Background: an optimization exercise with open tools, aiming at small area. Do not read the settings as production practice.
The RTL was checked by simulation tests, not by an equivalence proof against the original design.

==> run K <==
==> flow/design.v (excerpt) <==
module multiply (
    input             clk,
    input      [26:0] input_a,
    input      [26:0] input_b,
    output reg [26:0] output_q,
    output            underflow
);
wire [17:0] ma = input_a[17:0];
wire [17:0] mb = input_b[17:0];
wire [7:0]  ea = input_a[25:18];
wire [7:0]  eb = input_b[25:18];
wire [8:0]  esum = ea + eb;
assign underflow = esum < 9'd127;
wire one0, two0, neg0, bpn_0_0, bpn_0_1, bpn_0_2, bpn_0_3, bpn_0_4, bpn_0_5, bpn_0_6, bpn_0_7, bpn_0_8;
wire bpn_0_9, bpn_0_10, bpn_0_11, bpn_0_12, bpn_0_13, bpn_0_14, bpn_0_15, bpn_0_16, bpn_0_17, bpn_0_18, one1, two1;
wire neg1, bpn_1_0, bpn_1_1, bpn_1_2, bpn_1_3, bpn_1_4, bpn_1_5, bpn_1_6, bpn_1_7, bpn_1_8, bpn_1_9, bpn_1_10;
wire bpn_1_11, bpn_1_12, bpn_1_13, bpn_1_14, bpn_1_15, bpn_1_16, bpn_1_17, bpn_1_18, one2, two2, neg2, bpn_2_0;
wire bpn_2_1, bpn_2_2, bpn_2_3, bpn_2_4, bpn_2_5, bpn_2_6, bpn_2_7, bpn_2_8, bpn_2_9, bpn_2_10, bpn_2_11, bpn_2_12;
wire bpn_2_13, bpn_2_14, bpn_2_15, bpn_2_16, bpn_2_17, bpn_2_18, one3, two3, neg3, bpn_3_0, bpn_3_1, bpn_3_2;
wire bpn_3_3, bpn_3_4, bpn_3_5, bpn_3_6, bpn_3_7, bpn_3_8, bpn_3_9, bpn_3_10, bpn_3_11, bpn_3_12, bpn_3_13, bpn_3_14;
wire bpn_3_15, bpn_3_16, bpn_3_17, bpn_3_18, one4, two4, neg4, bpn_4_0, bpn_4_1, bpn_4_2, bpn_4_3, bpn_4_4;
wire bpn_4_5, bpn_4_6, bpn_4_7, bpn_4_8, bpn_4_9, bpn_4_10, bpn_4_11, bpn_4_12, bpn_4_13, bpn_4_14, bpn_4_15, bpn_4_16;
wire bpn_4_17, bpn_4_18, one5, two5, neg5, bpn_5_0, bpn_5_1, bpn_5_2, bpn_5_3, bpn_5_4, bpn_5_5, bpn_5_6;
wire bpn_5_7, bpn_5_8, bpn_5_9, bpn_5_10, bpn_5_11, bpn_5_12, bpn_5_13, bpn_5_14, bpn_5_15, bpn_5_16, bpn_5_17, bpn_5_18;
wire one6, two6, neg6, bpn_6_0, bpn_6_1, bpn_6_2, bpn_6_3, bpn_6_4, bpn_6_5, bpn_6_6, bpn_6_7, bpn_6_8;
wire bpn_6_9, bpn_6_10, bpn_6_11, bpn_6_12, bpn_6_13, bpn_6_14, bpn_6_15, bpn_6_16, bpn_6_17, bpn_6_18, one7, two7;
wire neg7, bpn_7_0, bpn_7_1, bpn_7_2, bpn_7_3, bpn_7_4, bpn_7_5, bpn_7_6, bpn_7_7, bpn_7_8, bpn_7_9, bpn_7_10;
wire bpn_7_11, bpn_7_12, bpn_7_13, bpn_7_14, bpn_7_15, bpn_7_16, bpn_7_17, bpn_7_18, one8, two8, neg8, bpn_8_0;
wire bpn_8_1, bpn_8_2, bpn_8_3, bpn_8_4, bpn_8_5, bpn_8_6, bpn_8_7, bpn_8_8, bpn_8_9, bpn_8_10, bpn_8_11, bpn_8_12;
  ...
export LEC_CHECK = 0
export CAP_MARGIN = 20
export CORE_MARGIN = 2
export CORE_UTILIZATION = 40
export PLACE_DENSITY = 0.6
export SLEW_MARGIN = 20
export SYNTH_HIERARCHICAL = 1
export SYNTH_MINIMUM_KEEP_SIZE = 0
create_clock -name core_clock -period 8.5 [get_ports {clk}]
standard.sh (not shown) runs the stock make flow with config.mk's settings and CLKGATE_MAP_FILE= SYNTH_SCRIPT=/design/flow/synth_recipe.tcl, a recipe that flattens the netlist after the stock synthesis.
==> flow/flow/run.sh <==
#!/bin/bash
# Layout flow: the standard flow, except that
#  - synthesis maps the logic with our own ABC script (flow/abc.script),
#    otherwise it is the standard flow's synthesis script unchanged;
#  - ports are buffered with the smallest buffer;
#  - non-critical gates are downsized after global routing (RECOVER_POWER).
set -euo pipefail
W=$(pwd)
{
  head -n 1 synth_recipe.tcl
  cat <<'EOT'
proc abc {args} {
  set i [lsearch -exact $args -script]
  if {$i >= 0} { lset args [expr {$i + 1}] $::env(MY_ABC_SCRIPT) }
  yosys abc {*}$args
}
EOT
  tail -n +2 synth_recipe.tcl
} > my_synth.tcl
export MY_ABC_SCRIPT=$W/flow/abc.script
EXTRA=()
[[ -f flow/extra.txt ]] && mapfile -t EXTRA < flow/extra.txt
bash standard.sh SYNTH_SCRIPT=$W/my_synth.tcl "${EXTRA[@]}" finish > make_finish.log 2>&1
==> flow/flow/abc.script <==
strash
dch
map
topo
stime -c
==> flow/flow/extra.txt <==
BUFFER_PORTS_ARGS=-buffer_cell sky130_fd_sc_hd__buf_1
RECOVER_POWER=100
==> run F: changes against run K <==
==> flow/flow/abc.script (replaced) <==
strash
dch
amap
topo
stime -c
==> run M: changes against run K <==
==> flow/run.sh (new file) <==
#!/bin/bash
# synth_recipe.tcl (not shown) runs the flow's synth.tcl, then flattens the netlist and writes it again
# the make line also repeats each setting of config.mk as NAME=value (left out here)
make -C /OpenROAD-flow-scripts/flow DESIGN_CONFIG=/design/flow/config.mk WORK_HOME=/design/flow/orfs CLKGATE_MAP_FILE= SYNTH_SCRIPT=/design/flow/synth_recipe.tcl finish
Settings changed: ABC_AREA from default to 1.
removed: flow/flow/run.sh
removed: flow/flow/abc.script
removed: flow/flow/extra.txt
removed: flow/standard.sh
==> run Y: changes against run K <==
--- a/flow/design.v
+++ b/flow/design.v
@@ -462,144 +462,13 @@
 fa u_fa137 (.a(fc106), .b(fs107), .c(ppn_l_14), .s(fs137), .co(fc137));
 fa u_fa138 (.a(fc107), .b(fs108), .c(ppn_l_15), .s(fs138), .co(fc138));
 fa u_fa139 (.a(fc108), .b(~bpn_8_18), .c(ppn_l_16), .s(fs139), .co(fc139));
 fa u_fa140 (.a(bpn_8_18), .b(neg8), .c(ppn_l_17), .s(fs140), .co(fc140));
 wire [35:0] ran = {fc139, fc138, fc137, fc136, fc135, fc134, fc133, fc132, fc131, fc130, fc129, fc128, fc127, fc126, fc125, fc124, fc123, fc122, fc121, fc120, fc119, fc118, fc117, fc116, fc115, fc114, fc113, fc112, fc111, fc110, fc109, ic18, ic17, is17, bpn_0_1, bpn_0_0};
 wire [35:0] rbn = {fs140, fs139, fs138, fs137, fs136, fs135, fs134, fs133, fs132, fs131, fs130, fs129, fs128, fs127, fs126, fs125, fs124, fs123, fs122, fs121, fs120, fs119, fs118, fs117, fs116, fs115, fs114, fs113, fs112, fs111, fs110, fs109, is18, ~neg1, 1'b1, ~neg0};
-wire [35:0] pn, g, p;
-assign p = ran ^ rbn;
-assign g = {ran[35:1] & rbn[35:1], ran[0] | rbn[0]};
-wire G0 = g[1] | (p[1] & g[0]);
-wire G1 = g[3] | (p[3] & g[2]);
-wire P1 = p[3] & p[2];
-wire G2 = g[5] | (p[5] & g[4]);
-wire P2 = p[5] & p[4];
-wire G3 = g[7] | (p[7] & g[6]);
-wire P3 = p[7] & p[6];
-wire G4 = g[9] | (p[9] & g[8]);
-wire P4 = p[9] & p[8];
-wire G5 = g[11] | (p[11] & g[10]);
-wire P5 = p[11] & p[10];
-wire G6 = g[13] | (p[13] & g[12]);
-wire P6 = p[13] & p[12];
-wire G7 = g[15] | (p[15] & g[14]);
-wire P7 = p[15] & p[14];
-wire G8 = g[17] | (p[17] & g[16]);
-wire P8 = p[17] & p[16];
-wire G9 = g[19] | (p[19] & g[18]);
-wire P9 = p[19] & p[18];
-wire G10 = g[21] | (p[21] & g[20]);
-wire P10 = p[21] & p[20];
-wire G11 = g[23] | (p[23] & g[22]);
-wire P11 = p[23] & p[22];
-wire G12 = g[25] | (p[25] & g[24]);
-wire P12 = p[25] & p[24];
-wire G13 = g[27] | (p[27] & g[26]);
-wire P13 = p[27] & p[26];
-wire G14 = g[29] | (p[29] & g[28]);
-wire P14 = p[29] & p[28];
-wire G15 = g[31] | (p[31] & g[30]);
-wire P15 = p[31] & p[30];
-wire G16 = g[33] | (p[33] & g[32]);
-wire P16 = p[33] & p[32];
-wire G17 = g[35] | (p[35] & g[34]);
-wire P17 = p[35] & p[34];
-wire G18 = G1 | (P1 & G0);
-wire G19 = G3 | (P3 & G2);
-wire P19 = P3 & P2;
-wire G20 = G5 | (P5 & G4);
-wire P20 = P5 & P4;
-wire G21 = G7 | (P7 & G6);
-wire P21 = P7 & P6;
-wire G22 = G9 | (P9 & G8);
-wire P22 = P9 & P8;
-wire G23 = G11 | (P11 & G10);
-wire P23 = P11 & P10;
-wire G24 = G13 | (P13 & G12);
-wire P24 = P13 & P12;
-wire G25 = G15 | (P15 & G14);
-wire P25 = P15 & P14;
-wire G26 = G17 | (P17 & G16);
-wire P26 = P17 & P16;
-wire G27 = G19 | (P19 & G18);
-wire G28 = G21 | (P21 & G20);
-wire P28 = P21 & P20;
-wire G29 = G23 | (P23 & G22);
-wire P29 = P23 & P22;
-wire G30 = G25 | (P25 & G24);
-wire P30 = P25 & P24;
-wire G31 = G28 | (P28 & G27);
-wire G32 = G30 | (P30 & G29);
-wire P32 = P30 & P29;
-wire G33 = G32 | (P32 & G31);
-wire G34 = G29 | (P29 & G31);
-wire G35 = G20 | (P20 & G27);
-wire G36 = G22 | (P22 & G31);
-wire G37 = G24 | (P24 & G34);
-wire G38 = G26 | (P26 & G33);
-wire G39 = G2 | (P2 & G18);
-wire G40 = G4 | (P4 & G27);
-wire G41 = G6 | (P6 & G35);
-wire G42 = G8 | (P8 & G31);
-wire G43 = G10 | (P10 & G36);
-wire G44 = G12 | (P12 & G34);
-wire G45 = G14 | (P14 & G37);
-wire G46 = G16 | (P16 & G33);
-wire G47 = g[2] | (p[2] & G0);
-wire G48 = g[4] | (p[4] & G18);
-wire G49 = g[6] | (p[6] & G39);
-wire G50 = g[8] | (p[8] & G27);
-wire G51 = g[10] | (p[10] & G40);
-wire G52 = g[12] | (p[12] & G35);
-wire G53 = g[14] | (p[14] & G41);
-wire G54 = g[16] | (p[16] & G31);
-wire G55 = g[18] | (p[18] & G42);
-wire G56 = g[20] | (p[20] & G36);
-wire G57 = g[22] | (p[22] & G43);
-wire G58 = g[24] | (p[24] & G34);
-wire G59 = g[26] | (p[26] & G44);
-wire G60 = g[28] | (p[28] & G37);
-wire G61 = g[30] | (p[30] & G45);
-wire G62 = g[32] | (p[32] & G33);
-wire G63 = g[34] | (p[34] & G46);
-assign pn[0] = ~p[0];
-assign pn[1] = p[1] ^ g[0];
-assign pn[2] = p[2] ^ G0;
-assign pn[3] = p[3] ^ G47;
-assign pn[4] = p[4] ^ G18;
-assign pn[5] = p[5] ^ G48;
-assign pn[6] = p[6] ^ G39;
-assign pn[7] = p[7] ^ G49;
-assign pn[8] = p[8] ^ G27;
-assign pn[9] = p[9] ^ G50;
-assign pn[10] = p[10] ^ G40;
-assign pn[11] = p[11] ^ G51;
-assign pn[12] = p[12] ^ G35;
-assign pn[13] = p[13] ^ G52;
-assign pn[14] = p[14] ^ G41;
-assign pn[15] = p[15] ^ G53;
-assign pn[16] = p[16] ^ G31;
-assign pn[17] = p[17] ^ G54;
-assign pn[18] = p[18] ^ G42;
-assign pn[19] = p[19] ^ G55;
-assign pn[20] = p[20] ^ G36;
-assign pn[21] = p[21] ^ G56;
-assign pn[22] = p[22] ^ G43;
-assign pn[23] = p[23] ^ G57;
-assign pn[24] = p[24] ^ G34;
-assign pn[25] = p[25] ^ G58;
-assign pn[26] = p[26] ^ G44;
-assign pn[27] = p[27] ^ G59;
-assign pn[28] = p[28] ^ G37;
-assign pn[29] = p[29] ^ G60;
-assign pn[30] = p[30] ^ G45;
-assign pn[31] = p[31] ^ G61;
-assign pn[32] = p[32] ^ G33;
-assign pn[33] = p[33] ^ G62;
-assign pn[34] = p[34] ^ G46;
-assign pn[35] = p[35] ^ G63;
+wire [35:0] pn = ran + rbn + 36'd1;
 wire p35 = ~pn[35];
 wire nz = (|ma) & (|mb);
 wire [7:0] einc = esum[7:0] + 8'd1;
 wire [7:0] e = p35 ? einc : esum[7:0];
 wire [17:0] m = ~(p35 ? pn[35:18] : pn[34:17]);
 always @(posedge clk)
==> flow/run.sh (new file) <==
#!/bin/bash
# synth_recipe.tcl (not shown) runs the flow's synth.tcl, then flattens the netlist and writes it again
# the make line also repeats each setting of config.mk as NAME=value (left out here)
make -C /OpenROAD-flow-scripts/flow DESIGN_CONFIG=/design/flow/config.mk WORK_HOME=/design/flow/orfs CLKGATE_MAP_FILE= SYNTH_SCRIPT=/design/flow/synth_recipe.tcl finish
Settings changed: ABC_AREA from default to 1.
removed: flow/flow/run.sh
removed: flow/flow/abc.script
removed: flow/flow/extra.txt
removed: flow/standard.sh
==> qor summary <==
Run status: run F no timing/DRC/antenna violations; run Y no timing/DRC/antenna violations; run K no timing/DRC/antenna violations; run M no timing/DRC/antenna violations
Arr. time, crit path: run F 8340 ps; run Y 7790 ps; run K 8210 ps; run M 8150 ps
Via count normalized by instance count: run F 5.57; run Y 5.55; run K 5.78; run M 5.53
Number of unique standard cell types used by synthesis: run F 31; run Y 41; run K 29; run M 45
Detail Route met2 WL: run F 12.9 mm; run Y 14.6 mm; run K 12.2 mm; run M 12.4 mm
Final design utilization: run F 50.6%; run Y 45.9%; run K 46.1%; run M 46.8%
Library cell with the highest instance count after synthesis: run F sky130_fd_sc_hd__nor2_1; run Y sky130_fd_sc_hd__nand2_1; run K sky130_fd_sc_hd__xor2_1; run M sky130_fd_sc_hd__xor2_1
Reg clk slew, reported paths: run F 60 ps; run Y 60 ps; run K 70 ps; run M 70 ps
Synthesized Nets: run F 1320; run Y 1580; run K 1202; run M 1298
Multi-input logic portion of the cell area: run F 74.0%; run Y 77.0%; run K 78.3%; run M 74.2%
Initial drt markers: run F 588; run Y 740; run K 603; run M 667
Routed WL per cell: run F 18.0 um; run Y 18.9 um; run K 19.9 um; run M 19.4 um

==> static timing again, ports no longer ideal <==
No port has a modelled driver above. Below, the same layouts with a new extraction and two added sets of constraints. Step 1, drivers: a clkbuf_16 drives clk and a buf_2 each remaining input, both assumed. Step 2 times the ports against the registers' clock, not the clock port: input delays grow and output delays shrink by t, the midpoint of the rising clock arrivals with the driver on. Slacks: ideal ports / drivers / drivers and shift; pairs: ideal ports / drivers.
run	t (ns)	setup WS [ns]	slew at the worst register clock pin (ns)	cell pins on the clock port's net
run K	0.297	0.471 / 0.484 / 0.187	0.07 / 0.07	1
run F	0.286	0.315 / 0.312 / 0.026	0.06 / 0.06	1
run M	0.298	0.520 / 0.530 / 0.231	0.07 / 0.07	1
run Y	0.284	0.825 / 0.834 / 0.549	0.06 / 0.06	1
After both steps setup and hold are still met in every run listed.
